Source: an optimization exercise on an open RTL-to-GDS flow (aim: small area and a short achievable clock period). Production flows keep margins and buffers that such runs may drop. The RTL was checked by simulation tests, not by an equivalence proof against the original design. Power figures rest on the tool's default switching activity, not on a simulated workload.

## EX
module EX (
    input clk,
    input rst_n,
    input en,
    input stage_ID_EX__EX_regwrite,
    input stage_ID_EX__EX_memtoreg,
    input stage_ID_EX__EX_memread,
    input stage_ID_EX__EX_memwrite,
    input stage_ID_EX__EX_alusrc,
    input [1:0] stage_ID_EX__EX_aluop,
    input stage_ID_EX__EX_regdst,
    input stage_ID_EX__EX_sys_en,
    input [31:0]stage_ID_EX__EX_rs_data,
    input [31:0]stage_ID_EX__EX_rt_data,
    input [4:0]stage_ID_EX__EX_rs_id,
    input [4:0]stage_ID_EX__EX_rt_id,
    input [4:0]stage_ID_EX__EX_rd_id,
    input [31:0]stage_ID_EX__EX_sign_ext,
    input [2:0]stage_ID_EX__EX_funct3,
    input sys__EX_done,
    output reg stage_EX_MEM__MEM_regwrite,
    output reg stage_EX_MEM__MEM_memtoreg,
    output reg stage_EX_MEM__MEM_memread,
    output reg stage_EX_MEM__MEM_memwrite,
    output reg [31:0] stage_EX_MEM__MEM_alures,
    output reg [31:0] stage_EX_MEM__MEM_store_data,
    output reg [4:0]  stage_EX_MEM__MEM_rd_id,
    output EX__HDUbr_regwrite,
    output EX__HDU_memread,
  ...
Size in the first run: about 1200 cells after synthesis, ~74 flip-flops, ~9100 µm² of cells after synthesis.
Settings: LEC_CHECK=0, CAP_MARGIN=20, CORE_MARGIN=2, CORE_UTILIZATION=40, SLEW_MARGIN=20; clock period 5.2 ns.
standard.sh (not shown) runs the stock make flow with config.mk's settings and CLKGATE_MAP_FILE= SYNTH_SCRIPT=/design/flow/synth_recipe.tcl, a recipe that flattens the netlist after the stock synthesis.
==> flow/flow/run.sh <==
#!/bin/bash
# Standard layout, but buffer the ports with the smallest buffer cell.
set -o pipefail
bash standard.sh BUFFER_PORTS_ARGS="-buffer_cell sky130_fd_sc_hd__buf_1" finish > flow_standard.log 2>&1
The first run passed the timing, DRC and antenna checks.
Then changed:
==> flow/run.sh (new file) <==
#!/bin/bash
# synth_recipe.tcl (not shown) runs the flow's synth.tcl, then flattens the netlist and writes it again
# the make line also repeats each setting of config.mk as NAME=value (left out here)
make -C /OpenROAD-flow-scripts/flow DESIGN_CONFIG=/design/flow/config.mk WORK_HOME=/design/flow/orfs CLKGATE_MAP_FILE= SYNTH_SCRIPT=/design/flow/synth_recipe.tcl finish
removed: flow/flow/run.sh
removed: flow/standard.sh
Effect: The new run finished with timing, DRC and antenna clean; via count rises slightly; count of clock-buffer cells in the layout rises by 1; hold slack improves by 0.012 ns; register-to-register slack degrades by 0.04 ns; utilization rises by 7.9 points; worst setup slack degrades by 0.069 ns; synthesized area is unchanged; die area does not change; power rises by roughly a tenth; global-route usage rises by 1.6 points; final cell count rises slightly.
Then changed:
==> flow/flow/run.sh (new file) <==
#!/bin/bash
# Standard layout with three changes: ports buffered with the smallest buffer,
# CTS without dummy loads, and power recovery (downsizing off-critical gates).
set -o pipefail
bash standard.sh \
  BUFFER_PORTS_ARGS="-buffer_cell sky130_fd_sc_hd__buf_1" \
  CTS_ARGS="-sink_clustering_enable -repair_clock_nets -dont_use_dummy_load" \
  RECOVER_POWER=100 \
  finish > flow_standard.log 2>&1
==> flow/standard.sh (new file) <==
#!/bin/bash
# synth_recipe.tcl (not shown) runs the flow's synth.tcl, then flattens the netlist and writes it again
# the make line also repeats each setting of config.mk as NAME=value (left out here)
make -C /OpenROAD-flow-scripts/flow DESIGN_CONFIG=/design/flow/config.mk WORK_HOME=/design/flow/orfs CLKGATE_MAP_FILE= SYNTH_SCRIPT=/design/flow/synth_recipe.tcl "${@:-finish}"
Settings changed: ABC_AREA set to 1, CAP_MARGIN 20 to 0, SLEW_MARGIN 20 to 0.
removed: flow/run.sh
After rerunning: The new run completed, yet does not pass: capacitance limit, slew limit; register-to-register slack is worse by 0.07 ns; total power shrinks by 18%; clock-buffer cell count fell by 1; design area falls by about 20%; routed wire length decreases by 2.1%; cell count goes up by 13%.
Then changed:
==> flow/flow/run.sh (replaced) <==
#!/bin/bash
# Standard layout, but buffer the ports with the smallest buffer cell.
set -o pipefail
bash standard.sh BUFFER_PORTS_ARGS="-buffer_cell sky130_fd_sc_hd__buf_1" finish > flow_standard.log 2>&1
Settings changed: CAP_MARGIN 0 to 20, SLEW_MARGIN 0 to 20.
Effect: The changed run completed with no timing, DRC or antenna violations. Worst hold slack barely changes. Critical path depth is higher by 4. Clock skew is about the same. Via count hardly moves. Total power is higher by 9.7%. Register-to-register slack hardly moves. Final cell count is higher by 0.35%. Die area does not change. Non-clock buffer count does not change.

========
EX, a different RTL version from the one above (not shown whole).
Size in the first run: roughly 74 flip-flops, about 280 I/O pins, roughly 0.013 mm² of cells after synthesis.
==> flow/config.mk <==
export PLATFORM = sky130hd
export DESIGN_NAME = EX
export DESIGN_NICKNAME = EX
export VERILOG_FILES = /design/flow/design.v
export SDC_FILE = /design/flow/constraint.sdc
export NUM_CORES = 4
export LEC_CHECK = 0
export CAP_MARGIN = 20
export CORE_MARGIN = 2
export CORE_UTILIZATION = 40
export GPL_TIMING_DRIVEN = 0
export SLEW_MARGIN = 20
==> flow/constraint.sdc <==
create_clock -name core_clock -period 5.2 [get_ports {clk}]
set_input_delay 1.0400 -clock core_clock [delete_from_list [all_inputs] [get_ports {clk}]]
set_output_delay 1.0400 -clock core_clock [all_outputs]
set_load 0.01 [all_outputs]
==> flow/flow/run.sh <==
#!/bin/bash
# Standard layout, but buffer the ports with the smallest buffer cell.
set -o pipefail
bash standard.sh BUFFER_PORTS_ARGS="-buffer_cell sky130_fd_sc_hd__buf_1" finish > flow_standard.log 2>&1
The starting point completed, yet does not pass: setup timing.
Change:
==> flow/run.sh (new file) <==
#!/bin/bash
# synth_recipe.tcl (not shown) runs the flow's synth.tcl, then flattens the netlist and writes it again
# the make line also repeats each setting of config.mk as NAME=value (left out here)
make -C /OpenROAD-flow-scripts/flow DESIGN_CONFIG=/design/flow/config.mk WORK_HOME=/design/flow/orfs CLKGATE_MAP_FILE= SYNTH_SCRIPT=/design/flow/synth_recipe.tcl finish
removed: flow/flow/run.sh
removed: flow/standard.sh
Effect:
- The changed run reached the layout checks and failed them: setup timing
- worst setup slack is worse by 490 ps
- fmax went down by 8.6%
- worst hold slack is better by 24 ps
- first-iteration DRC count went up by 10%

========
Another version of the RTL of EX (not shown whole).
Size: about 1700 cells after synthesis, ~74 flip-flops.
==> flow/config.mk <==
export PLATFORM = sky130hd
export DESIGN_NAME = EX
export DESIGN_NICKNAME = EX
export VERILOG_FILES = /design/flow/design.v
export SDC_FILE = /design/flow/constraint.sdc
export NUM_CORES = 4
export LEC_CHECK = 0
export ABC_AREA = 1
export CAP_MARGIN = 20
export CORE_MARGIN = 2
export CORE_UTILIZATION = 40
export SETUP_SLACK_MARGIN = 1.5
export SLEW_MARGIN = 20
export TNS_END_PERCENT = 30
==> flow/constraint.sdc <==
create_clock -name core_clock -period 5.2 [get_ports {clk}]
set_input_delay 1.0400 -clock core_clock [delete_from_list [all_inputs] [get_ports {clk}]]
set_output_delay 1.0400 -clock core_clock [all_outputs]
set_load 0.01 [all_outputs]
==> flow/flow/run.sh <==
#!/bin/bash
# Standard layout, but buffer the ports with the smallest buffer cell.
set -o pipefail
bash standard.sh BUFFER_PORTS_ARGS="-buffer_cell sky130_fd_sc_hd__buf_1" finish > flow_standard.log 2>&1
The baseline completed with no timing, DRC or antenna violations.
Edit:
Settings changed: CORE_UTILIZATION 40 to 55, TNS_END_PERCENT 30 to unset.
- die area falls by about 27%
- final cell count went down by 3.0%
- wire length fell by 6.1%
- non-clock buffer count went down by 5
- synthesized area does not change
- via count grows by about 2.7%
- power is lower by 2.8%
- global-route usage rose by 9.0 points
- clock skew is about the same
Edit:
==> flow/flow/run.sh (replaced) <==
#!/bin/bash
# Standard layout with two changes: ports are buffered with the smallest
# buffer, and CTS adds no dummy loads and clusters up to 40 flip-flops per
# leaf buffer (this design has 74).
set -o pipefail
bash standard.sh \
  BUFFER_PORTS_ARGS="-buffer_cell sky130_fd_sc_hd__buf_1" \
  CTS_ARGS="-sink_clustering_enable -repair_clock_nets -dont_use_dummy_load -sink_clustering_size 40 -sink_clustering_max_diameter 150" \
  finish > flow_standard.log 2>&1
Settings changed: CORE_UTILIZATION 55 to 40.
Result: Setup slack gains 0.053 ns. Count of clock-buffer cells in the layout shrinks by 2. Utilization shrinks by 18 points. Die area grows by 36%. Wire length grows by 6.2%. Combinational power barely changes.

-- afterwards: timing with drivers on the ports --
The results above use ideal ports. As a check the final layouts listed here were re-extracted and re-timed, cells and wires unchanged.
Step 1, drivers: a clkbuf_16 drives clk and a buf_2 each remaining input, both assumed.
Step 2, shift: input delay + t, output delay - t, t = (earliest + latest rising clock arrival at the registers) / 2. This alone moves slack from input paths to output paths.
Slacks: ideal ports / drivers / drivers and shift; pairs: ideal ports / drivers.
run | shift t [ns] | slack for setup (ns) | pins driven straight from the clock port
the first run of note 1 | 0.402 | 0.560 / 0.578 / 0.175 | 1
the second run of note 1 | 0.390 | 0.491 / 0.511 / 0.121 | 1
the third run of note 1 | 0.386 | 0.673 / 0.674 / 0.288 | 1
the fourth run of note 1 | 0.389 | 0.750 / 0.752 / 0.363 | 1
the first run of note 2 | 0.423 | -0.009 / -0.017 / -0.440 | 1
the second run of note 2 | 0.443 | -0.500 / -0.517 / -0.960 | 1
the first run of note 3 | 0.397 | 1.648 / 1.635 / 1.238 | 1
the second run of note 3 | 0.408 | 1.565 / 1.589 / 1.180 | 1
the third run of note 3 | 0.393 | 1.618 / 1.604 / 1.212 | 1
For the second run of note 2, which loses most, drivers alone change the setup slack by -0.017 ns; drivers and shift together by -0.460 ns.
